Context: an optimization exercise on an open-source flow, tuned for small area, a short achievable clock period and few clock cycles. The choices shown serve that exercise and are no tape-out recipe. No functional check of the RTL was part of any run shown here.

==> design.v <==
`timescale 1ns/10ps
module geofence (clk, reset, X, Y, valid, is_inside);
input clk;
input reset;
input [9:0] X;
input [9:0] Y;
output reg valid;
output reg is_inside;
localparam S0 = 3'd0, S1 = 3'd1, S2 = 3'd2, S3 = 3'd3, SF = 3'd4;
reg [3:0] cnt;           
reg [2:0] st;
reg [9:0] px, py;        
reg       wsx, wsy;      
reg [9:0] wmx, wmy;
reg       lsx, lsy, rsx, rsy;
reg [9:0] lmx, lmy, rmx, rmy;
wire [10:0] dx = {1'b0, X} - {1'b0, px};
wire [10:0] dy = {1'b0, Y} - {1'b0, py};
wire       dsx = dx[10];
wire       dsy = dy[10];
wire [9:0] dmx = (dx[9:0] ^ {10{dsx}}) + {9'd0, dsx};
wire [9:0] dmy = (dy[9:0] ^ {10{dsy}}) + {9'd0, dsy};
wire       a_n, a_z, b_n, b_z;
xsign ua (.a(lmx), .b(wmy), .c(lmy), .d(wmx), .neg(a_n), .zero(a_z));   
xsign ub (.a(wmx), .b(rmy), .c(wmy), .d(rmx), .neg(b_n), .zero(b_z));   
wire lzx = lmx == 0, lzy = lmy == 0, wzx = wmx == 0, wzy = wmy == 0;
wire rzx = rmx == 0, rzy = rmy == 0;
wire a_s1 = lsx ^ wsy, a_s2 = lsy ^ wsx;
wire b_s1 = wsx ^ rsy, b_s2 = wsy ^ rsx;
wire [1:0] ca = (a_s1 != a_s2) ? (((lzx || wzy) && (lzy || wzx)) ? 2'b01 : {a_s1, 1'b0})
                               : (a_z ? 2'b01 : {a_s1 ^ a_n, 1'b0});
wire [1:0] cb = (b_s1 != b_s2) ? (((wzx || rzy) && (wzy || rzx)) ? 2'b01 : {b_s1, 1'b0})
                               : (b_z ? 2'b01 : {b_s1 ^ b_n, 1'b0});
wire a_neg = ca[1], a_zero = ca[0], a_pos = !ca[1] && !ca[0];
wire b_neg = cb[1], b_zero = cb[0];
wire w_zero = wzx && wzy;
wire opp = (!lzx && (lsx != wsx)) || (!lzy && (lsy != wsy));
reg [2:0] st_n;
reg       set_l, set_r, neg_l;
always @(*) begin
    st_n  = st;
    set_l = 1'b0;
    set_r = 1'b0;
    neg_l = 1'b0;
    if (!w_zero) begin
        case (st)
        S0: begin st_n = S1; set_l = 1'b1; set_r = 1'b1; end
        S1: begin
            if (a_neg && b_neg) st_n = SF;
            else if (a_neg) begin set_l = 1'b1; if (b_zero) st_n = S2; end
            else if (b_neg) begin set_r = 1'b1; if (a_zero) st_n = S2; end
            else if (a_zero && b_zero && opp) st_n = S3;
        end
        S2: if (a_neg) st_n = SF;
        S3: if (a_pos) st_n = S2;
            else if (a_neg) begin st_n = S2; neg_l = 1'b1; end
        default: st_n = SF;
        endcase
    end
end
wire proc = (cnt >= 4'd2) && (cnt <= 4'd8);
always @(posedge clk or posedge reset) begin
    if (reset) begin
        cnt <= 4'd0;
        st <= S0;
        valid <= 1'b0;
        is_inside <= 1'b0;
    end else begin
        cnt <= (cnt == 4'd9) ? 4'd0 : cnt + 4'd1;
        valid <= (cnt == 4'd8);
        if (cnt == 4'd8) is_inside <= (st_n == SF);
        if (proc) st <= st_n;
        else st <= S0;
    end
end
always @(posedge clk) begin
    if (cnt == 4'd0) begin
        px <= X;
        py <= Y;
    end
    wsx <= dsx; wmx <= dmx;
    wsy <= dsy; wmy <= dmy;
    if (proc && set_l) begin
        lsx <= wsx; lmx <= wmx;
        lsy <= wsy; lmy <= wmy;
    end else if (proc && neg_l) begin
        lsx <= !lsx;
        lsy <= !lsy;
    end
    if (proc && set_r) begin
        rsx <= wsx; rmx <= wmx;
        rsy <= wsy; rmy <= wmy;
    end
end
endmodule
module xsign (input [9:0] a, input [9:0] b, input [9:0] c, input [9:0] d, output neg, output zero);
wire [9:0] cn = ~c, dn = ~d;
wire t1, t2, t3, t4, t5, t6, t7, t8, t9, t10, t11, t12, t13, t14, t15, t16, t17, t18, t19, t20, t21, t22, t23, t24, t25, t26, t27, t28, t29, t30, t31, t32, t33, t34, t35, t36, t37, t38, t39, t40, t41, t42, t43, t44, t45, t46, t47, t48, t49, t50, t51, t52, t53, t54, t55, t56, t57, t58, t59, t60, t61, t62, t63, t64, t65, t66, t67, t68, t69, t70, t71, t72, t73, t74, t75, t76, t77, t78, t79, t80, t81, t82, t83, t84, t85, t86, t87, t88, t89, t90, t91, t92, t93, t94, t95, t96, t97, t98, t99, t100, t101, t102, t103, t104, t105, t106, t107, t108, t109, t110, t111, t112, t113, t114, t115, t116, t117, t118, t119, t120, t121, t122, t123, t124, t125, t126, t127, t128, t129, t130, t131, t132, t133, t134, t135, t136, t137, t138, t139, t140, t141, t142, t143, t144, t145, t146, t147, t148, t149, t150, t151, t152, t153, t154, t155, t156, t157, t158, t159, t160, t161, t162, t163, t164, t165, t166, t167, t168, t169, t170, t171, t172, t173, t174, t175, t176, t177, t178, t179, t180, t181, t182, t183, t184, t185, t186, t187, t188, t189, t190, t191, t192, t193, t194, t195, t196, t197, t198, t199, t200, t201, t202, t203, t204, t205, t206, t207, t208, t209, t210, t211, t212, t213, t214, t215, t216, t217, t218, t219, t220, t221, t222, t223, t224, t225, t226, t227, t228, t229, t230, t231, t232, t233, t234, t235, t236, t237, t238, t239, t240, t241, t242, t243, t244, t245, t246, t247, t248, t249, t250, t251, t252, t253, t254, t255, t256, t257, t258, t259, t260, t261, t262, t263, t264, t265, t266, t267, t268, t269, t270, t271, t272, t273, t274, t275, t276, t277, t278, t279, t280, t281, t282, t283, t284, t285, t286, t287, t288, t289, t290, t291, t292, t293, t294, t295, t296, t297, t298, t299, t300, t301, t302, t303, t304, t305, t306, t307, t308, t309, t310, t311, t312, t313, t314, t315, t316, t317, t318, t319, t320, t321, t322, t323, t324, t325, t326, t327, t328, t329, t330, t331, t332, t333, t334, t335, t336, t337, t338, t339, t340, t341, t342, t343, t344, t345, t346, t347, t348, t349, t350, t351, t352, t353, t354, t355, t356, t357, t358, t359, t360, t361, t362, t363, t364, t365, t366, t367, t368, t369, t370, t371, t372, t373, t374, t375, t376, t377, t378, t379, t380, t381, t382, t383, t384, t385, t386, t387, t388, t389, t390, t391, t392, t393, t394, t395, t396, t397, t398, t399, t400, t401, t402, t403, t404, t405, t406, t407, t408, t409, t410, t411, t412, t413, t414, t415, t416, t417, t418, t419, t420, t421, t422, t423, t424, t425, t426, t427, t428, t429, t430, t431, t432, t433, t434, t435, t436, t437, t438, t439, t440, t441, t442, t443, t444, t445, t446, t447, t448, t449, t450, t451, t452, t453, t454, t455, t456, t457, t458, t459, t460, t461, t462, t463, t464, t465, t466, t467, t468, t469, t470, t471, t472, t473, t474, t475, t476, t477, t478, t479, t480, t481, t482, t483, t484, t485, t486, t487, t488, t489, t490, t491, t492, t493, t494, t495, t496, t497, t498, t499, t500, t501, t502, t503, t504, t505, t506, t507, t508, t509, t510, t511, t512, t513, t514, t515, t516, t517, t518, t519, t520, t521, t522, t523, t524, t525, t526, t527, t528, t529, t530, t531, t532, t533, t534, t535, t536, t537, t538, t539, t540, t541, t542, t543, t544, t545, t546, t547, t548, t549, t550, t551, t552, t553, t554, t555, t556, t557, t558, t559, t560, t561, t562, t563, t564, t565, t566, t567, t568, t569, t570, t571, t572, t573, t574, t575, t576, t577, t578, t579, t580, t581, t582, t583, t584, t585, t586, t587, t588, t589, t590, t591, t592, t593, t594, t595, t596, t597, t598, t599, t600, t601, t602, t603, t604;
assign t1 = (a[0] & b[0]);
assign t2 = (cn[0] & d[0]);
assign t3 = d[0];
assign t4 = (a[0] & b[1]);
assign t5 = (a[1] & b[0]);
assign t6 = (cn[1] & d[0]);
assign t7 = (cn[0] & d[1]);
assign t8 = d[1];
assign t9 = (a[0] & b[2]);
assign t10 = (a[1] & b[1]);
assign t11 = (a[2] & b[0]);
assign t12 = (cn[2] & d[0]);
assign t13 = (cn[1] & d[1]);
assign t14 = (cn[0] & d[2]);
assign t15 = d[2];
assign t16 = (a[0] & b[3]);
assign t17 = (a[1] & b[2]);
assign t18 = (a[2] & b[1]);
assign t19 = (a[3] & b[0]);
assign t20 = (cn[3] & d[0]);
assign t21 = (cn[2] & d[1]);
assign t22 = (cn[1] & d[2]);
assign t23 = (cn[0] & d[3]);
assign t24 = d[3];
assign t25 = (a[0] & b[4]);
assign t26 = (a[1] & b[3]);
assign t27 = (a[2] & b[2]);
assign t28 = (a[3] & b[1]);
assign t29 = (a[4] & b[0]);
assign t30 = (cn[4] & d[0]);
assign t31 = (cn[3] & d[1]);
assign t32 = (cn[2] & d[2]);
assign t33 = (cn[1] & d[3]);
assign t34 = (cn[0] & d[4]);
assign t35 = d[4];
assign t36 = (a[0] & b[5]);
assign t37 = (a[1] & b[4]);
assign t38 = (a[2] & b[3]);
assign t39 = (a[3] & b[2]);
assign t40 = (a[4] & b[1]);
assign t41 = (a[5] & b[0]);
assign t42 = (cn[5] & d[0]);
assign t43 = (cn[4] & d[1]);
assign t44 = (cn[3] & d[2]);
assign t45 = (cn[2] & d[3]);
assign t46 = (cn[1] & d[4]);
assign t47 = (cn[0] & d[5]);
assign t48 = d[5];
assign t49 = (a[0] & b[6]);
assign t50 = (a[1] & b[5]);
assign t51 = (a[2] & b[4]);
assign t52 = (a[3] & b[3]);
assign t53 = (a[4] & b[2]);
assign t54 = (a[5] & b[1]);
assign t55 = (a[6] & b[0]);
assign t56 = (cn[6] & d[0]);
assign t57 = (cn[5] & d[1]);
assign t58 = (cn[4] & d[2]);
assign t59 = (cn[3] & d[3]);
assign t60 = (cn[2] & d[4]);
assign t61 = (cn[1] & d[5]);
assign t62 = (cn[0] & d[6]);
assign t63 = d[6];
assign t64 = (a[0] & b[7]);
assign t65 = (a[1] & b[6]);
assign t66 = (a[2] & b[5]);
assign t67 = (a[3] & b[4]);
assign t68 = (a[4] & b[3]);
assign t69 = (a[5] & b[2]);
assign t70 = (a[6] & b[1]);
assign t71 = (a[7] & b[0]);
assign t72 = (cn[7] & d[0]);
assign t73 = (cn[6] & d[1]);
assign t74 = (cn[5] & d[2]);
assign t75 = (cn[4] & d[3]);
assign t76 = (cn[3] & d[4]);
assign t77 = (cn[2] & d[5]);
assign t78 = (cn[1] & d[6]);
assign t79 = (cn[0] & d[7]);
assign t80 = d[7];
assign t81 = (a[0] & b[8]);
assign t82 = (a[1] & b[7]);
assign t83 = (a[2] & b[6]);
assign t84 = (a[3] & b[5]);
assign t85 = (a[4] & b[4]);
assign t86 = (a[5] & b[3]);
assign t87 = (a[6] & b[2]);
assign t88 = (a[7] & b[1]);
assign t89 = (a[8] & b[0]);
assign t90 = (cn[8] & d[0]);
assign t91 = (cn[7] & d[1]);
assign t92 = (cn[6] & d[2]);
assign t93 = (cn[5] & d[3]);
assign t94 = (cn[4] & d[4]);
assign t95 = (cn[3] & d[5]);
assign t96 = (cn[2] & d[6]);
assign t97 = (cn[1] & d[7]);
assign t98 = (cn[0] & d[8]);
assign t99 = d[8];
assign t100 = (a[0] & b[9]);
assign t101 = (a[1] & b[8]);
assign t102 = (a[2] & b[7]);
assign t103 = (a[3] & b[6]);
assign t104 = (a[4] & b[5]);
assign t105 = (a[5] & b[4]);
assign t106 = (a[6] & b[3]);
assign t107 = (a[7] & b[2]);
assign t108 = (a[8] & b[1]);
assign t109 = (a[9] & b[0]);
assign t110 = (cn[9] & d[0]);
assign t111 = (cn[8] & d[1]);
assign t112 = (cn[7] & d[2]);
assign t113 = (cn[6] & d[3]);
assign t114 = (cn[5] & d[4]);
assign t115 = (cn[4] & d[5]);
assign t116 = (cn[3] & d[6]);
assign t117 = (cn[2] & d[7]);
assign t118 = (cn[1] & d[8]);
assign t119 = (cn[0] & d[9]);
assign t120 = d[9];
assign t121 = (a[1] & b[9]);
assign t122 = (a[2] & b[8]);
assign t123 = (a[3] & b[7]);
assign t124 = (a[4] & b[6]);
assign t125 = (a[5] & b[5]);
assign t126 = (a[6] & b[4]);
assign t127 = (a[7] & b[3]);
assign t128 = (a[8] & b[2]);
assign t129 = (a[9] & b[1]);
assign t130 = (cn[9] & d[1]);
assign t131 = (cn[8] & d[2]);
assign t132 = (cn[7] & d[3]);
assign t133 = (cn[6] & d[4]);
assign t134 = (cn[5] & d[5]);
assign t135 = (cn[4] & d[6]);
assign t136 = (cn[3] & d[7]);
assign t137 = (cn[2] & d[8]);
assign t138 = (cn[1] & d[9]);
assign t139 = dn[0];
assign t140 = (a[2] & b[9]);
assign t141 = (a[3] & b[8]);
assign t142 = (a[4] & b[7]);
assign t143 = (a[5] & b[6]);
assign t144 = (a[6] & b[5]);
assign t145 = (a[7] & b[4]);
assign t146 = (a[8] & b[3]);
assign t147 = (a[9] & b[2]);
assign t148 = (cn[9] & d[2]);
assign t149 = (cn[8] & d[3]);
assign t150 = (cn[7] & d[4]);
assign t151 = (cn[6] & d[5]);
assign t152 = (cn[5] & d[6]);
assign t153 = (cn[4] & d[7]);
assign t154 = (cn[3] & d[8]);
assign t155 = (cn[2] & d[9]);
assign t156 = dn[1];
assign t157 = (a[3] & b[9]);
assign t158 = (a[4] & b[8]);
assign t159 = (a[5] & b[7]);
assign t160 = (a[6] & b[6]);
assign t161 = (a[7] & b[5]);
assign t162 = (a[8] & b[4]);
assign t163 = (a[9] & b[3]);
assign t164 = (cn[9] & d[3]);
assign t165 = (cn[8] & d[4]);
assign t166 = (cn[7] & d[5]);
assign t167 = (cn[6] & d[6]);
assign t168 = (cn[5] & d[7]);
assign t169 = (cn[4] & d[8]);
assign t170 = (cn[3] & d[9]);
assign t171 = dn[2];
assign t172 = (a[4] & b[9]);
assign t173 = (a[5] & b[8]);
assign t174 = (a[6] & b[7]);
assign t175 = (a[7] & b[6]);
assign t176 = (a[8] & b[5]);
assign t177 = (a[9] & b[4]);
assign t178 = (cn[9] & d[4]);
assign t179 = (cn[8] & d[5]);
assign t180 = (cn[7] & d[6]);
assign t181 = (cn[6] & d[7]);
assign t182 = (cn[5] & d[8]);
assign t183 = (cn[4] & d[9]);
assign t184 = dn[3];
assign t185 = (a[5] & b[9]);
assign t186 = (a[6] & b[8]);
assign t187 = (a[7] & b[7]);
assign t188 = (a[8] & b[6]);
assign t189 = (a[9] & b[5]);
assign t190 = (cn[9] & d[5]);
assign t191 = (cn[8] & d[6]);
assign t192 = (cn[7] & d[7]);
assign t193 = (cn[6] & d[8]);
assign t194 = (cn[5] & d[9]);
assign t195 = dn[4];
assign t196 = (a[6] & b[9]);
assign t197 = (a[7] & b[8]);
assign t198 = (a[8] & b[7]);
assign t199 = (a[9] & b[6]);
assign t200 = (cn[9] & d[6]);
assign t201 = (cn[8] & d[7]);
assign t202 = (cn[7] & d[8]);
assign t203 = (cn[6] & d[9]);
assign t204 = dn[5];
assign t205 = (a[7] & b[9]);
assign t206 = (a[8] & b[8]);
assign t207 = (a[9] & b[7]);
assign t208 = (cn[9] & d[7]);
assign t209 = (cn[8] & d[8]);
assign t210 = (cn[7] & d[9]);
assign t211 = dn[6];
assign t212 = (a[8] & b[9]);
assign t213 = (a[9] & b[8]);
assign t214 = (cn[9] & d[8]);
assign t215 = (cn[8] & d[9]);
assign t216 = dn[7];
assign t217 = (a[9] & b[9]);
assign t218 = (cn[9] & d[9]);
assign t219 = dn[8];
assign t220 = dn[9];
assign {t222, t221} = {1'b0, t100} + {1'b0, t101} + {1'b0, t102};
assign {t224, t223} = {1'b0, t121} + {1'b0, t122} + {1'b0, t123};
assign {t226, t225} = {1'b0, t49} + {1'b0, t50} + {1'b0, t51};
assign {t228, t227} = {1'b0, t64} + {1'b0, t65} + {1'b0, t66};
assign {t230, t229} = {1'b0, t67} + {1'b0, t68} + {1'b0, t69};
assign t231 = t70 ^ t71;
assign t232 = t70 & t71;
assign {t234, t233} = {1'b0, t81} + {1'b0, t82} + {1'b0, t83};
assign {t236, t235} = {1'b0, t84} + {1'b0, t85} + {1'b0, t86};
assign {t238, t237} = {1'b0, t87} + {1'b0, t88} + {1'b0, t89};
assign {t240, t239} = {1'b0, t90} + {1'b0, t91} + {1'b0, t92};
assign t241 = t93 ^ t94;
assign t242 = t93 & t94;
assign {t244, t243} = {1'b0, t103} + {1'b0, t104} + {1'b0, t105};
assign {t246, t245} = {1'b0, t106} + {1'b0, t107} + {1'b0, t108};
assign {t248, t247} = {1'b0, t109} + {1'b0, t110} + {1'b0, t111};
assign {t250, t249} = {1'b0, t112} + {1'b0, t113} + {1'b0, t114};
assign {t252, t251} = {1'b0, t115} + {1'b0, t116} + {1'b0, t117};
assign t253 = t118 ^ t119;
assign t254 = t118 & t119;
assign {t256, t255} = {1'b0, t124} + {1'b0, t125} + {1'b0, t126};
assign {t258, t257} = {1'b0, t127} + {1'b0, t128} + {1'b0, t129};
assign {t260, t259} = {1'b0, t130} + {1'b0, t131} + {1'b0, t132};
assign {t262, t261} = {1'b0, t133} + {1'b0, t134} + {1'b0, t135};
assign {t264, t263} = {1'b0, t136} + {1'b0, t137} + {1'b0, t138};
assign t265 = ~(t139 ^ t223);
assign t266 = t139 | t223;
assign {t268, t267} = {1'b0, t140} + {1'b0, t141} + {1'b0, t142};
assign {t270, t269} = {1'b0, t143} + {1'b0, t144} + {1'b0, t145};
assign {t272, t271} = {1'b0, t146} + {1'b0, t147} + {1'b0, t148};
assign {t274, t273} = {1'b0, t149} + {1'b0, t150} + {1'b0, t151};
assign {t276, t275} = {1'b0, t152} + {1'b0, t153} + {1'b0, t154};
assign t277 = t155 ^ t156;
assign t278 = t155 & t156;
assign {t280, t279} = {1'b0, t157} + {1'b0, t158} + {1'b0, t159};
assign {t282, t281} = {1'b0, t160} + {1'b0, t161} + {1'b0, t162};
assign {t284, t283} = {1'b0, t163} + {1'b0, t164} + {1'b0, t165};
assign {t286, t285} = {1'b0, t166} + {1'b0, t167} + {1'b0, t168};
assign {t288, t287} = {1'b0, t172} + {1'b0, t173} + {1'b0, t174};
assign {t290, t289} = {1'b0, t175} + {1'b0, t176} + {1'b0, t177};
assign {t292, t291} = {1'b0, t25} + {1'b0, t26} + {1'b0, t27};
assign {t294, t293} = {1'b0, t36} + {1'b0, t37} + {1'b0, t38};
assign {t296, t295} = {1'b0, t39} + {1'b0, t40} + {1'b0, t41};
assign t297 = t42 ^ t43;
assign t298 = t42 & t43;
assign {t300, t299} = {1'b0, t52} + {1'b0, t53} + {1'b0, t54};
assign {t302, t301} = {1'b0, t55} + {1'b0, t56} + {1'b0, t57};
assign {t304, t303} = {1'b0, t58} + {1'b0, t59} + {1'b0, t60};
assign t305 = t61 ^ t62;
assign t306 = t61 & t62;
assign {t308, t307} = {1'b0, t72} + {1'b0, t73} + {1'b0, t74};
assign {t310, t309} = {1'b0, t75} + {1'b0, t76} + {1'b0, t77};
assign {t312, t311} = {1'b0, t78} + {1'b0, t79} + {1'b0, t80};
assign {t314, t313} = {1'b0, t227} + {1'b0, t229} + {1'b0, t231};
assign {t316, t315} = {1'b0, t95} + {1'b0, t96} + {1'b0, t97};
assign {t318, t317} = {1'b0, t98} + {1'b0, t99} + {1'b0, t233};
assign {t320, t319} = {1'b0, t235} + {1'b0, t237} + {1'b0, t239};
assign {t322, t321} = {1'b0, t241} + {1'b0, t228} + {1'b0, t230};
assign {t324, t323} = {1'b0, t120} + {1'b0, t221} + {1'b0, t243};
assign {t326, t325} = {1'b0, t245} + {1'b0, t247} + {1'b0, t249};
assign {t328, t327} = {1'b0, t251} + {1'b0, t253} + {1'b0, t234};
assign {t330, t329} = {1'b0, t236} + {1'b0, t238} + {1'b0, t240};
assign {t332, t331} = {1'b0, t222} + {1'b0, t255} + {1'b0, t257};
assign {t334, t333} = {1'b0, t259} + {1'b0, t261} + {1'b0, t263};
assign {t336, t335} = {1'b0, t265} + {1'b0, t244} + {1'b0, t246};
assign {t338, t337} = {1'b0, t248} + {1'b0, t250} + {1'b0, t252};
assign {t340, t339} = {1'b0, t224} + {1'b0, t267} + {1'b0, t269};
assign {t342, t341} = {1'b0, t271} + {1'b0, t273} + {1'b0, t275};
assign {t344, t343} = {1'b0, t277} + {1'b0, t256} + {1'b0, t258};
assign {t346, t345} = {1'b0, t260} + {1'b0, t262} + {1'b0, t264};
assign {t348, t347} = {1'b0, t169} + {1'b0, t170} + {1'b0, t171};
assign {t350, t349} = {1'b0, t279} + {1'b0, t281} + {1'b0, t283};
assign {t352, t351} = {1'b0, t285} + {1'b0, t268} + {1'b0, t270};
assign {t354, t353} = {1'b0, t272} + {1'b0, t274} + {1'b0, t276};
assign {t356, t355} = {1'b0, t178} + {1'b0, t179} + {1'b0, t180};
assign {t358, t357} = {1'b0, t181} + {1'b0, t182} + {1'b0, t183};
assign {t360, t359} = {1'b0, t184} + {1'b0, t287} + {1'b0, t289};
assign {t362, t361} = {1'b0, t280} + {1'b0, t282} + {1'b0, t284};
assign {t364, t363} = {1'b0, t185} + {1'b0, t186} + {1'b0, t187};
assign {t366, t365} = {1'b0, t188} + {1'b0, t189} + {1'b0, t190};
assign {t368, t367} = {1'b0, t191} + {1'b0, t192} + {1'b0, t193};
assign {t370, t369} = {1'b0, t194} + {1'b0, t195} + {1'b0, t288};
assign {t372, t371} = {1'b0, t196} + {1'b0, t197} + {1'b0, t198};
assign {t374, t373} = {1'b0, t199} + {1'b0, t200} + {1'b0, t201};
assign t375 = t9 ^ t10;
assign t376 = t9 & t10;
assign {t378, t377} = {1'b0, t16} + {1'b0, t17} + {1'b0, t18};
assign {t380, t379} = {1'b0, t19} + {1'b0, t20} + {1'b0, t21};
assign {t382, t381} = {1'b0, t28} + {1'b0, t29} + {1'b0, t30};
assign {t384, t383} = {1'b0, t31} + {1'b0, t32} + {1'b0, t33};
assign t385 = t34 ^ t35;
assign t386 = t34 & t35;
assign {t388, t387} = {1'b0, t44} + {1'b0, t45} + {1'b0, t46};
assign {t390, t389} = {1'b0, t47} + {1'b0, t48} + {1'b0, t293};
assign {t392, t391} = {1'b0, t295} + {1'b0, t297} + {1'b0, t292};
assign {t394, t393} = {1'b0, t63} + {1'b0, t225} + {1'b0, t299};
assign {t396, t395} = {1'b0, t301} + {1'b0, t303} + {1'b0, t305};
assign {t398, t397} = {1'b0, t294} + {1'b0, t296} + {1'b0, t298};
assign {t400, t399} = {1'b0, t226} + {1'b0, t307} + {1'b0, t309};
assign {t402, t401} = {1'b0, t311} + {1'b0, t313} + {1'b0, t300};
assign {t404, t403} = {1'b0, t302} + {1'b0, t304} + {1'b0, t306};
assign {t406, t405} = {1'b0, t232} + {1'b0, t315} + {1'b0, t317};
assign {t408, t407} = {1'b0, t319} + {1'b0, t321} + {1'b0, t308};
assign {t410, t409} = {1'b0, t310} + {1'b0, t312} + {1'b0, t314};
assign {t412, t411} = {1'b0, t242} + {1'b0, t323} + {1'b0, t325};
assign {t414, t413} = {1'b0, t327} + {1'b0, t329} + {1'b0, t316};
assign {t416, t415} = {1'b0, t318} + {1'b0, t320} + {1'b0, t322};
assign {t418, t417} = {1'b0, t254} + {1'b0, t331} + {1'b0, t333};
assign {t420, t419} = {1'b0, t335} + {1'b0, t337} + {1'b0, t324};
assign {t422, t421} = {1'b0, t326} + {1'b0, t328} + {1'b0, t330};
assign {t424, t423} = {1'b0, t266} + {1'b0, t339} + {1'b0, t341};
assign {t426, t425} = {1'b0, t343} + {1'b0, t345} + {1'b0, t332};
assign {t428, t427} = {1'b0, t334} + {1'b0, t336} + {1'b0, t338};
assign {t430, t429} = {1'b0, t278} + {1'b0, t347} + {1'b0, t349};
assign {t432, t431} = {1'b0, t351} + {1'b0, t353} + {1'b0, t340};
assign {t434, t433} = {1'b0, t342} + {1'b0, t344} + {1'b0, t346};
assign {t436, t435} = {1'b0, t286} + {1'b0, t355} + {1'b0, t357};
assign {t438, t437} = {1'b0, t359} + {1'b0, t361} + {1'b0, t348};
assign {t440, t439} = {1'b0, t350} + {1'b0, t352} + {1'b0, t354};
assign {t442, t441} = {1'b0, t290} + {1'b0, t363} + {1'b0, t365};
assign {t444, t443} = {1'b0, t367} + {1'b0, t369} + {1'b0, t356};
assign {t446, t445} = {1'b0, t358} + {1'b0, t360} + {1'b0, t362};
assign {t448, t447} = {1'b0, t202} + {1'b0, t203} + {1'b0, t204};
assign {t450, t449} = {1'b0, t371} + {1'b0, t373} + {1'b0, t364};
assign {t452, t451} = {1'b0, t366} + {1'b0, t368} + {1'b0, t370};
assign {t454, t453} = {1'b0, t205} + {1'b0, t206} + {1'b0, t207};
assign {t456, t455} = {1'b0, t208} + {1'b0, t209} + {1'b0, t210};
assign {t458, t457} = {1'b0, t211} + {1'b0, t372} + {1'b0, t374};
assign {t460, t459} = {1'b0, t212} + {1'b0, t213} + {1'b0, t214};
assign t461 = t4 ^ t5;
assign t462 = t4 & t5;
assign {t464, t463} = {1'b0, t11} + {1'b0, t12} + {1'b0, t13};
assign t465 = t14 ^ t15;
assign t466 = t14 & t15;
assign {t468, t467} = {1'b0, t22} + {1'b0, t23} + {1'b0, t24};
assign {t470, t469} = {1'b0, t377} + {1'b0, t379} + {1'b0, t376};
assign {t472, t471} = {1'b0, t291} + {1'b0, t381} + {1'b0, t383};
assign {t474, t473} = {1'b0, t385} + {1'b0, t378} + {1'b0, t380};
assign {t476, t475} = {1'b0, t387} + {1'b0, t389} + {1'b0, t391};
assign {t478, t477} = {1'b0, t382} + {1'b0, t384} + {1'b0, t386};
assign {t480, t479} = {1'b0, t393} + {1'b0, t395} + {1'b0, t397};
assign {t482, t481} = {1'b0, t388} + {1'b0, t390} + {1'b0, t392};
assign {t484, t483} = {1'b0, t399} + {1'b0, t401} + {1'b0, t403};
assign {t486, t485} = {1'b0, t394} + {1'b0, t396} + {1'b0, t398};
assign {t488, t487} = {1'b0, t405} + {1'b0, t407} + {1'b0, t409};
assign {t490, t489} = {1'b0, t400} + {1'b0, t402} + {1'b0, t404};
assign {t492, t491} = {1'b0, t411} + {1'b0, t413} + {1'b0, t415};
assign {t494, t493} = {1'b0, t406} + {1'b0, t408} + {1'b0, t410};
assign {t496, t495} = {1'b0, t417} + {1'b0, t419} + {1'b0, t421};
assign {t498, t497} = {1'b0, t412} + {1'b0, t414} + {1'b0, t416};
assign {t500, t499} = {1'b0, t423} + {1'b0, t425} + {1'b0, t427};
assign {t502, t501} = {1'b0, t418} + {1'b0, t420} + {1'b0, t422};
assign {t504, t503} = {1'b0, t429} + {1'b0, t431} + {1'b0, t433};
assign {t506, t505} = {1'b0, t424} + {1'b0, t426} + {1'b0, t428};
assign {t508, t507} = {1'b0, t435} + {1'b0, t437} + {1'b0, t439};
assign {t510, t509} = {1'b0, t430} + {1'b0, t432} + {1'b0, t434};
assign {t512, t511} = {1'b0, t441} + {1'b0, t443} + {1'b0, t445};
assign {t514, t513} = {1'b0, t436} + {1'b0, t438} + {1'b0, t440};
assign {t516, t515} = {1'b0, t447} + {1'b0, t449} + {1'b0, t451};
assign {t518, t517} = {1'b0, t442} + {1'b0, t444} + {1'b0, t446};
assign {t520, t519} = {1'b0, t453} + {1'b0, t455} + {1'b0, t457};
assign {t522, t521} = {1'b0, t448} + {1'b0, t450} + {1'b0, t452};
assign {t524, t523} = {1'b0, t215} + {1'b0, t216} + {1'b0, t459};
assign {t526, t525} = {1'b0, t454} + {1'b0, t456} + {1'b0, t458};
assign {t528, t527} = {1'b0, t217} + {1'b0, t218} + {1'b0, t219};
assign t529 = t6 ^ t7;
assign t530 = t6 & t7;
assign {t532, t531} = {1'b0, t375} + {1'b0, t463} + {1'b0, t465};
assign {t534, t533} = {1'b0, t467} + {1'b0, t469} + {1'b0, t464};
assign {t536, t535} = {1'b0, t471} + {1'b0, t473} + {1'b0, t468};
assign {t538, t537} = {1'b0, t475} + {1'b0, t477} + {1'b0, t472};
assign {t540, t539} = {1'b0, t479} + {1'b0, t481} + {1'b0, t476};
assign {t542, t541} = {1'b0, t483} + {1'b0, t485} + {1'b0, t480};
assign {t544, t543} = {1'b0, t487} + {1'b0, t489} + {1'b0, t484};
assign {t546, t545} = {1'b0, t491} + {1'b0, t493} + {1'b0, t488};
assign {t548, t547} = {1'b0, t495} + {1'b0, t497} + {1'b0, t492};
assign {t550, t549} = {1'b0, t499} + {1'b0, t501} + {1'b0, t496};
assign {t552, t551} = {1'b0, t503} + {1'b0, t505} + {1'b0, t500};
assign {t554, t553} = {1'b0, t507} + {1'b0, t509} + {1'b0, t504};
assign {t556, t555} = {1'b0, t511} + {1'b0, t513} + {1'b0, t508};
assign {t558, t557} = {1'b0, t515} + {1'b0, t517} + {1'b0, t512};
assign {t560, t559} = {1'b0, t519} + {1'b0, t521} + {1'b0, t516};
assign {t562, t561} = {1'b0, t523} + {1'b0, t525} + {1'b0, t520};
assign {t564, t563} = {1'b0, t460} + {1'b0, t527} + {1'b0, t524};
assign t565 = t1 ^ t2;
assign t566 = t1 & t2;
assign {t568, t567} = {1'b0, t8} + {1'b0, t461} + {1'b0, t529};
assign {t570, t569} = {1'b0, t462} + {1'b0, t531} + {1'b0, t530};
assign {t572, t571} = {1'b0, t466} + {1'b0, t533} + {1'b0, t532};
assign {t574, t573} = {1'b0, t470} + {1'b0, t535} + {1'b0, t534};
assign {t576, t575} = {1'b0, t474} + {1'b0, t537} + {1'b0, t536};
assign {t578, t577} = {1'b0, t478} + {1'b0, t539} + {1'b0, t538};
assign {t580, t579} = {1'b0, t482} + {1'b0, t541} + {1'b0, t540};
assign {t582, t581} = {1'b0, t486} + {1'b0, t543} + {1'b0, t542};
assign {t584, t583} = {1'b0, t490} + {1'b0, t545} + {1'b0, t544};
assign {t586, t585} = {1'b0, t494} + {1'b0, t547} + {1'b0, t546};
assign {t588, t587} = {1'b0, t498} + {1'b0, t549} + {1'b0, t548};
assign {t590, t589} = {1'b0, t502} + {1'b0, t551} + {1'b0, t550};
assign {t592, t591} = {1'b0, t506} + {1'b0, t553} + {1'b0, t552};
assign {t594, t593} = {1'b0, t510} + {1'b0, t555} + {1'b0, t554};
assign {t596, t595} = {1'b0, t514} + {1'b0, t557} + {1'b0, t556};
assign {t598, t597} = {1'b0, t518} + {1'b0, t559} + {1'b0, t558};
assign {t600, t599} = {1'b0, t522} + {1'b0, t561} + {1'b0, t560};
assign {t602, t601} = {1'b0, t526} + {1'b0, t563} + {1'b0, t562};
assign {t604, t603} = {1'b0, t220} + {1'b0, t528} + {1'b0, t564};
wire [20:0] r1 = {1'b1, t603, t601, t599, t597, t595, t593, t591, t589, t587, t585, t583, t581, t579, t577, t575, t573, t571, t569, t567, t3};
wire [20:0] r2 = {t604, t602, t600, t598, t596, t594, t592, t590, t588, t586, t584, t582, t580, t578, t576, t574, t572, t570, t568, t566, t565};
wire cg0_0 = (r1[1] & r2[1]) | ((r1[1] | r2[1]) & (r1[0] & r2[0]));
wire cp0_0 = (r1[1] | r2[1]) & (r1[0] | r2[0]);
wire cg0_2 = (r1[3] & r2[3]) | ((r1[3] | r2[3]) & (r1[2] & r2[2]));
wire cp0_2 = (r1[3] | r2[3]) & (r1[2] | r2[2]);
wire cg0_4 = (r1[5] & r2[5]) | ((r1[5] | r2[5]) & (r1[4] & r2[4]));
wire cp0_4 = (r1[5] | r2[5]) & (r1[4] | r2[4]);
wire cg0_6 = (r1[7] & r2[7]) | ((r1[7] | r2[7]) & (r1[6] & r2[6]));
wire cp0_6 = (r1[7] | r2[7]) & (r1[6] | r2[6]);
wire cg0_8 = (r1[9] & r2[9]) | ((r1[9] | r2[9]) & (r1[8] & r2[8]));
wire cp0_8 = (r1[9] | r2[9]) & (r1[8] | r2[8]);
wire cg0_10 = (r1[11] & r2[11]) | ((r1[11] | r2[11]) & (r1[10] & r2[10]));
wire cp0_10 = (r1[11] | r2[11]) & (r1[10] | r2[10]);
wire cg0_12 = (r1[13] & r2[13]) | ((r1[13] | r2[13]) & (r1[12] & r2[12]));
wire cp0_12 = (r1[13] | r2[13]) & (r1[12] | r2[12]);
wire cg0_14 = (r1[15] & r2[15]) | ((r1[15] | r2[15]) & (r1[14] & r2[14]));
wire cp0_14 = (r1[15] | r2[15]) & (r1[14] | r2[14]);
wire cg0_16 = (r1[17] & r2[17]) | ((r1[17] | r2[17]) & (r1[16] & r2[16]));
wire cp0_16 = (r1[17] | r2[17]) & (r1[16] | r2[16]);
wire cg0_18 = (r1[19] & r2[19]) | ((r1[19] | r2[19]) & (r1[18] & r2[18]));
wire cp0_18 = (r1[19] | r2[19]) & (r1[18] | r2[18]);
wire cg1_0 = cg0_2 | (cp0_2 & cg0_0);
wire cp1_0 = cp0_2 & cp0_0;
wire cg1_2 = cg0_6 | (cp0_6 & cg0_4);
wire cp1_2 = cp0_6 & cp0_4;
wire cg1_4 = cg0_10 | (cp0_10 & cg0_8);
wire cp1_4 = cp0_10 & cp0_8;
wire cg1_6 = cg0_14 | (cp0_14 & cg0_12);
wire cp1_6 = cp0_14 & cp0_12;
wire cg1_8 = cg0_18 | (cp0_18 & cg0_16);
wire cp1_8 = cp0_18 & cp0_16;
wire cg2_0 = cg1_2 | (cp1_2 & cg1_0);
wire cp2_0 = cp1_2 & cp1_0;
wire cg2_2 = cg1_6 | (cp1_6 & cg1_4);
wire cp2_2 = cp1_6 & cp1_4;
wire cg3_0 = cg2_2 | (cp2_2 & cg2_0);
wire cp3_0 = cp2_2 & cp2_0;
wire cg4_0 = cg1_8 | (cp1_8 & cg3_0);
wire cp4_0 = cp1_8 & cp3_0;
assign neg = r1[20] ^ r2[20] ^ cg4_0;
wire [20:0] zc = {r1[19:0] | r2[19:0], 1'b0};
assign zero = ((r1 ^ r2) == zc);
endmodule
==> flow/run.sh <==
#!/bin/bash
# Standard ORFS layout, with timing repair aimed at a setup slack of 6.5 ns
# (the clock period and constraints are the design's).
set -euo pipefail
bash standard.sh SETUP_SLACK_MARGIN=6.5 finish > standard_flow.log 2>&1
==> standard.sh <==
#!/bin/bash
# synth_recipe.tcl (not shown) runs the flow's synth.tcl, then flattens the netlist and writes it again
# the make line also repeats each setting of config.mk as NAME=value (left out here)
make -C /OpenROAD-flow-scripts/flow DESIGN_CONFIG=/design/flow/config.mk WORK_HOME=/design/flow/orfs CLKGATE_MAP_FILE= SYNTH_SCRIPT=/design/flow/synth_recipe.tcl "${@:-finish}"
==> config.mk <==
export PLATFORM = sky130hd
export DESIGN_NAME = geofence
export DESIGN_NICKNAME = geofence
export VERILOG_FILES = /design/flow/design.v
export SDC_FILE = /design/flow/constraint.sdc
export NUM_CORES = 4
export LEC_CHECK = 0
export CAP_MARGIN = 20
export CORE_MARGIN = 2
export CORE_UTILIZATION = 40
export SLEW_MARGIN = 20
==> constraint.sdc <==
create_clock -name core_clock -period 13.0 [get_ports {clk}]
set_input_delay 2.6000 -clock core_clock [delete_from_list [all_inputs] [get_ports {clk}]]
set_output_delay 2.6000 -clock core_clock [all_outputs]
set_load 0.01 [all_outputs]
==> run summary, run 1 <==
Outcome
The flow ran to the end and the layout has no timing, DRC or antenna violations.

Setup path
The type of origin of the critical path is a flop. The number of cells on the worst reg-to-reg path is 20. The reg-to-reg startpoint is rmy[6]$_DFFE_PP_. Of all nets on the critical path, the largest fanout is 5. In this run the register-to-register setup slack is approximately 6 ns. The required time reported for the critical path endpoint is 13.06 ns. The worst setup path category is flop to flop. The arrival time of data at the critical path endpoint is roughly 7.2 ns. The worst setup path is captured at a flop. The worst register-to-register path ends at rsx$_DFFE_PP_.

Yosys
In the post-synthesis netlist, the biggest area contributors are fa_1 41%, edfxtp_1 11%, ha_1 8.8%. In the post-synthesis netlist, the cell with the most instances is inv_1. Yosys mapped the design onto 63 distinct sky130hd cell types.

The fraction of post-synthesis cell area in the top cell type by area is 40.9%. The gate count of the mapped netlist is 1790. When the netlist entered floorplanning its net count stood at between 2000 and 2500. After synthesis, the share of flip-flops with an asynchronous set or reset is 9.47%.

The cell taking the most area after synthesis is fa_1. For this run, the register share of the synthesized area comes to between 10% and 20%. In this run, synthesis produced a sequential element count of 95. The number of flops mapped to enable cells by yosys is 64. For this run, the number of Yosys warnings is 1.

By count the netlist is led by 366 x inv_1, 360 x fa_1, 124 x ha_1. After synthesis, the mean cell area works out to roughly 9.8 um^2. The top flip-flop cell by instance count after synthesis is edfxtp_1.

The synthesized netlist occupies a cell area of roughly 18000 um^2.

CTS
Clock-pin slew was measured on the worst setup and hold paths at roughly 0.060 ns. For the worst-skew pair, the clock arrives at the later sink with an insertion delay of 0.35 ns. The count of hold-fix buffers inserted at cts is 0. The root buffer cell chosen for the clock tree is clkbuf_16.

The clock passes through at most 2 buffers. The TritonCTS clock tree is done. The CTS buffer count is 9.

The tree built by TritonCTS fans out to 95 sinks. The H-tree depth is 3.

Route
The detailed-route wire length is approximately 47000 um. In this run the remaining antenna-violating nets after routing total 0. The post-route DRC violation count is 0. Dividing the detail-routed wire length by the instance count gives just under 20 um. The first detailed-routing pass took 5 iterations.

The number of vias in the routed layout is 12600. The violation count after the first detailed-routing iteration is approximately 940. The post-detailed-route via-to-cell ratio is between 5 and 6.

Floorplanning
The width of the die is approximately 210 um. The area of the placeable core is roughly 43000 um^2. The die footprint is ~46000 um^2.

The vertical die dimension is between 200 and 250 um. The initial utilization of the core area, before any placement, comes to around two fifths. The initialized floorplan defines 76 standard-cell rows.

The count of boundary I/O pins is 24.

Hold path
In this run the most critical hold path is launched from px[0]$_DFFE_PN_. The worst min-delay path category is flop to flop. The worst hold path was traced through 2 stages. For hold timing, the worst endpoint is wmx[0]$_DFF_P_.

Global routing
The pin count of the biggest net entering global routing is 26. The first global-routing pass estimated about 76000 um of wire. The number of antenna violations at the first check in global routing is 1. The routing layer with the top usage in global route is met2. The met3 track demand over resource is under 10%.

The remaining global-route overflow is 0. Across every metal layer, demand over resource in global routing totals approximately 22%. For this run, global-route usage on met1 was measured as 29.3%. The number of global-route vias before repair is roughly 14000.

Global routing used a little under two fifths of the available met2 tracks.

STA
The worst-margin pin slew is slightly below 0.9 ns. The worst hold margin is 0.550 ns. The achievable frequency is 140 MHz. In the final timing run, aggregate negative setup slack is 0 ns. The worst path in the final design needs a cycle of about 7.2 ns, including I/O delays and setup.

The hold violation count in the final report is 0. The number of failing setup endpoints in the final timing report is 0. The worst pin sits at a relative slew slack of between 30% and 40%. Setup repair after global routing could not meet its margin everywhere. The share of the clock period used by the worst path after layout is 55.1%. The final number of max-transition violations is 0. Across the routed clock network, the largest skew measured is between 0.01 and 0.015 ns.

Placed design
The half-perimeter wire length of the detailed placement result is 32900 um. At the end of routability-driven placement, the weighted congestion stood at 0.868. The quantity of I/O buffers inserted on ports is 23.

The cell area after placement is 18400 um^2.

Cells and area
The final instance area is 20000 um^2. The count of nets after finishing is between 2000 and 2500. The area growth from synthesis to layout is 13.4%. The layout cell share with drive strength beyond 1 is 10.0%.

Job
The reported max-cap violation count is 0.
==> layout by cell type (no fill, tap or decap), types with 64 or more instances in the layout <==
cell type / n
nor2b_1: 108
ha_1: 122
fa_1: 360
edfxtp_1: 64
buf_4: 91
nand2b_1: 66
nor2_1: 81
inv_1: 362
and2_1: 107
nand2_1: 114
==> cell families (layout without fill, tap and decap cells) <==
group,after synthesis,in the layout,synth area share (%)
adders and majority gates,484,484,49.7
AOI/OAI and AO/OA,109,111,4.18
buffers and inverters,448,529,9.55
DFF,95,95,14.7
other,0,1,0
xor gates and xnor gates,85,85,4.23
and+or+nand+nor,561,561,17.1
muxes,8,8,0.469
==> metal layers <==
layer	routed length, um	vias to the layer above
li1	-	5550
met1	19200	6457
met2	22800	476
met3	3450	122
met4	1780	0
met5	0	-
==> worst max-delay path: stages, from the launching register on <==
cell and delay (ns):
edfxtp_1 0.47, and2_1 0.23, fa_1 0.51, inv_1 0.06, fa_1 0.51, fa_1 0.58
fa_1 0.45, fa_1 0.57, fa_1 0.43, ha_1 0.25, or4_4 0.53, or4b_4 0.52
a211oi_4 0.24, o41ai_4 0.13, and2_4 0.22, mux2i_1 0.11, a2111o_1 0.42, nand2b_4 0.19
buf_12 0.14, a21oi_4 0.14, buf_6 0.15
==> cell type report <==
type                    count  area (um^2)
inverters                 368         1390
clock buffers              13          283
fillers                  4060        23300
diodes                      1         2.50
flip-flops and latches     95         2630
repair buffers            145         1380
multi-input cells        1249        13500
well taps                 585          732
clock inverters             3         22.5
==> what timing repair did <==
action,CTS,global route
setup buffers,99,10
gates resized for setup,47,13
pin swaps,6,6
endpoints found under the setup margin,50,50
cloned,4,0
==> metrics by stage <==
step | utilization, % | cells | setup slack [ns]
6_report | 46.2 | 2459 | 5.84
5_1_grt | 46.2 | 2459 | 5.66
4_1_cts | 45.9 | 2448 | 5.92
3_5_place_dp | 42.6 | 2329 | 5.07
3_3_place_gp | 42.6 | 2329 | 5.02
2_1_floorplan | - | 1790 | 6.05
==> worst max path at each step <==
stage	from	to	slack, ns	depth (start not counted)
6_report	rmy[6]$_DFFE_PP_	rsx$_DFFE_PP_	5.84	20
5_1_grt	rmx[5]$_DFFE_PP_	is_inside$_DFFE_PP0P_	5.66	23
4_1_cts	wmy[9]$_DFF_P_	is_inside$_DFFE_PP0P_	5.92	24
3_5_place_dp	wmy[4]$_DFF_P_	lsy$_DFFE_PP_	5.07	22
3_3_place_gp	wmx[2]$_DFF_P_	rmx[8]$_DFFE_PP_	5.02	20
2_1_floorplan	rmx[3]$_DFFE_PP_	rmx[0]$_DFFE_PP_	6.05	22
==> sequential cells by signal (all words and copies together), names as in the netlist, 4 cells and up <==
| name | flops |
|---|---|
| wmx | 10 |
| lmx | 10 |
| rmy | 10 |
| px | 10 |
| lmy | 10 |
| wmy | 10 |
| rmx | 10 |
| py | 10 |
| cnt | 4 |
==> run 2: changes to the inputs <==
==> flow/run.sh (replaced) <==
#!/bin/bash
# Standard ORFS layout, with timing repair aimed at a setup slack of 7.5 ns
# (the clock period and constraints are the design's).
set -euo pipefail
bash standard.sh SETUP_SLACK_MARGIN=7.5 finish > standard_flow.log 2>&1
==> run 2 against run 1 <==
Against the previous run: sequential cell count unchanged; critical endpoint is now rmx[9]$_DFFE_PP_; sequential share of layout area down 0.20 points; worst setup slack worse by 0.017 ns; design area up 1.7%; first-iteration DRC count up 0.53%; clock-buffer cell count down 2; still clean; clock skew down 0.0032 ns; via count up 1.5%.
==> run summary, run 2 <==
Setup path
STA puts the critical path data required time at 13.07 ns. The cell that appears most often on the critical path is fa_1. In this design, the stage delay of the slowest critical-path cell is between 0.5 and 0.6 ns. The worst setup path is of the flop to flop kind. The type of origin of the critical path is a flop. The slowest stage of the critical path is the fa_1 cell. STA classifies the critical path endpoint as a flop.

Data on the critical path arrives at its endpoint at about 7.3 ns. In this run the worst path has a maximum fanout of 14. The critical path goes through nand2_2 -> fa_1 -> inv_1 -> fa_1 -> inv_2 -> fa_1 -> fa_1 -> fa_1 -> inv_2 -> fa_1 -> inv_1 -> ha_2 -> or4_4 -> or4b_4 -> a211oi_4 -> o41ai_4 -> and2_4 -> mux2i_1 -> a2111o_1 -> nand2b_4 -> buf_6 -> a21oi_4 -> buf_6.

Job
The reported max-cap violation count is 0.

Route
In this run the remaining antenna-violating nets after routing total 0. The number of vias in the routed layout is roughly 13000. The detailed-route wire length is between 40000 and 50000 um. After detailed routing, the number of vias per cell comes to a little over 5.

Before antenna repair, the detailed router went through 6 iterations. Dividing the detail-routed wire length by the instance count gives around 20 um. The violation count after the first detailed-routing iteration is 949. After detailed routing, the number of remaining DRC violations is 0.

CTS
The count of hold-fix buffers inserted at cts is 0. The CTS sink count is between 90 and 100. The root buffer selected by CTS is clkbuf_16. The CTS buffer count is 9. In this run the number of H-tree levels came out at 3. The clock-pin slew reported for the worst setup and hold paths after clock tree synthesis is about 0.070 ns. TritonCTS built the clock tree. The maximum buffer depth of the clock tree is 2. Clock latency on the worst-skew pair, taken at its later pin, is ~0.36 ns.

Floorplanning
In this run the horizontal extent of the chip is 214 um. The die covers approximately 46000 um^2. The floorplan has between 70 and 80 rows. The die is approximately 210 um tall. The floorplan step defined a core boundary enclosing 43300 um^2. In this run the count of I/O pins placed on the die edge is 24. The effective utilization at floorplan is around 41%.

Global routing
Global routing used between 20% and 30% of the available tracks. The global-route wire length before repair is 77500 um. Entering global routing, the biggest net connects 26 pins.

The number of antenna violations at the first check in global routing is 1. The number of global-route vias before repair is ~14000. The remaining global-route overflow is 0.

Yosys
The synthesized design contains 95 register bits. Ranked by total cell area, the synthesized netlist is headed by fa_1 41%, edfxtp_1 11%, ha_1 8.8%. The count of distinct cell types in the synthesized netlist is 63. The number of synthesis warnings is 1. The post-synthesis net count is between 2000 and 2500.

Dividing the synthesized area by the synthesized cell count gives ~10 um^2. The most frequent cell after synthesis is inv_1. The sequential-to-total area share from yosys stat is 14.7%. The netlist area before placement is roughly 18000 um^2. The number of flops mapped to enable cells by yosys is between 60 and 70.

The cell taking the most area after synthesis is fa_1. The fraction of post-synthesis cell area in the top cell type by area is around two fifths. The top flip-flop cell by instance count after synthesis is edfxtp_1.

Synthesis handed over a netlist of 1790 instances. Counting instances in the post-synthesis netlist gives the leading cell types as 366 x inv_1, 360 x fa_1, 124 x ha_1. After synthesis, the share of flip-flops with an asynchronous set or reset is 9.47%.

STA
Setup repair after global routing could not meet its margin everywhere. The hold violation count in the final report was 0. Across the routed clock network, the largest skew measured is between 0.01 and 0.015 ns. Summed over all failing endpoints, the final setup total negative slack is 0 ns.

The final number of max-transition violations is 0. Headroom to the max-slew limit came out at 46.7%. Derived from the worst setup path, the maximum achievable clock frequency is ~140 MHz.

Setup violations remaining at the end of the flow were counted as 0. The worst path in the final design needs a cycle of 7.18 ns, including I/O delays and setup. The worst path meets setup with between 5 and 6 ns of slack. The worst-margin pin slew is roughly 0.8 ns. After layout, the worst path uses between 50% and 60% of the clock period.

Cells and area
The area growth from synthesis to layout is 15.3%. Fill cells in the final layout number 4036. The library cell used most frequently in the layout, excluding fill and tap cells, is inv_1.

The count of nets after finishing is 2394. Cells fill a little under half of the core in the end. The library cells used most frequently in the layout, excluding fill and tap cells, are 360 x inv_1, 355 x fa_1, 117 x ha_1, 115 x nand2_1, 110 x buf_4. The layout cell share with drive strength beyond 1 is between 10% and 20%.

Placed design
The half-perimeter wire length of the detailed placement result is between 30000 and 40000 um. The quantity of I/O buffers inserted on ports is 23. The congestion estimate from routability-driven global placement came to about 0.86. The worst-case setup slack after placement is roughly 5.0 ns.

Hold path
The tightest min-delay check is of the flop to flop type.

Outcome
The run finished with no timing, DRC or antenna violations.
==> run 2: cell counts after synthesis <==
Identical to the previous run, type by type.
==> run 2: worst max-delay path, delay by kind of cell (launching register included) <==
kind,cells,cell delay [ns]
compound gates,4,0.97
fa+ha+maj,7,3.28
buf+inv,6,0.50
flops,1,0.53
mux,1,0.12
simple gates,5,1.49
==> run 2: through the flow <==
| stage | area (um^2) | hold WS (ns) | instances |
|---|---|---|---|
| after floorplan | 17800 | 0.466 | 1790 |
| after global placement | 18500 | 0.539 | 2329 |
| after detailed placement | 18500 | 0.548 | 2329 |
| after CTS | 20000 | 0.568 | 2460 |
| after global routing | 20300 | 0.585 | 2478 |
| final | 20300 | 0.572 | 2479 |
==> run 2: kinds of logic (layout without fill, tap and decap cells) <==
logic type                 Yosys count  after routing  share of synthesized area, %
other                                0              1                             0
adders and majority gates          484            484                          49.7
and+or+nand+nor                    561            561                          17.1
AOI/OAI and AO/OA                  109            111                          4.18
DFF                                 95             95                          14.7
muxes                                8              8                         0.469
buffers and inverters              448            549                          9.55
xor gates and xnor gates            85             85                          4.23
==> run 2: cell type report <==
type	count	area, um^2	area share (%)
clock inverters	5	36.3	0.179
clock buffers	11	264	1.30
flip-flops and latches	95	2630	13.0
multi-input cells	1249	13700	67.4
repair buffers	165	1560	7.68
inverters	368	1390	6.86
diodes	1	2.50	0.0123
well taps	585	732	3.60
==> run 2: metal layers <==
layer	up-vias	track usage [%]	wire length (um)	share of wire [%]
met4	0	7.83	1800	3.7
met5	-	0	0	0
met2	505	37.7	23400	48
met3	126	3.88	3750	7.7
met1	6575	29.8	19700	41
li1	5593	-	-	-
==> run 2: repair_timing <==
item                                    CTS  global route
gates resized for setup                  65            39
pin swaps                                26            25
gates cloned                              5             0
buffers inserted                        110            18
endpoints found under the setup margin   60            57
==> run 2: final timing paths <==
path / to / slack (ns) / cells after the start / start
setup / recovery: rmx[9]$_DFFE_PP_ / 5.82 / 23 / wmx[4]$_DFF_P_
hold / removal: cnt[2]$_DFF_PP0_ / 0.57 / 1 / cnt[2]$_DFF_PP0_
setup reg to reg: rmx[9]$_DFFE_PP_ / 5.82 / 23 / wmx[4]$_DFF_P_
hold reg to reg: cnt[2]$_DFF_PP0_ / 0.57 / 1 / cnt[2]$_DFF_PP0_
max in group asynchronous: st[1]$_DFF_PP0_ / 10.23 / 2 / reset
min in group asynchronous: valid$_DFF_PP0_ / 2.50 / 2 / reset

re-timing with driven ports:
Ports are ideal in the flow. The routed layouts listed here were re-timed in OpenROAD. Step 1 assumes that a clkbuf_16 drives the clock port and a buf_2 every other input. Step 2 times the ports against the registers' clock, not the clock port: input delays grow and output delays shrink by t, the midpoint of the rising clock arrivals with the driver on. Slacks: no drivers / after step 1 / after step 2; pairs: no drivers / after step 1.
run | t (ns) | setup slack, ns | worst setup path at the end
run 1 | 0.381 | 5.840 / 5.840 / 5.840 | register to register
run 2 | 0.390 | 5.823 / 5.823 / 5.823 | register to register
After both steps setup and hold are still met in every run listed.
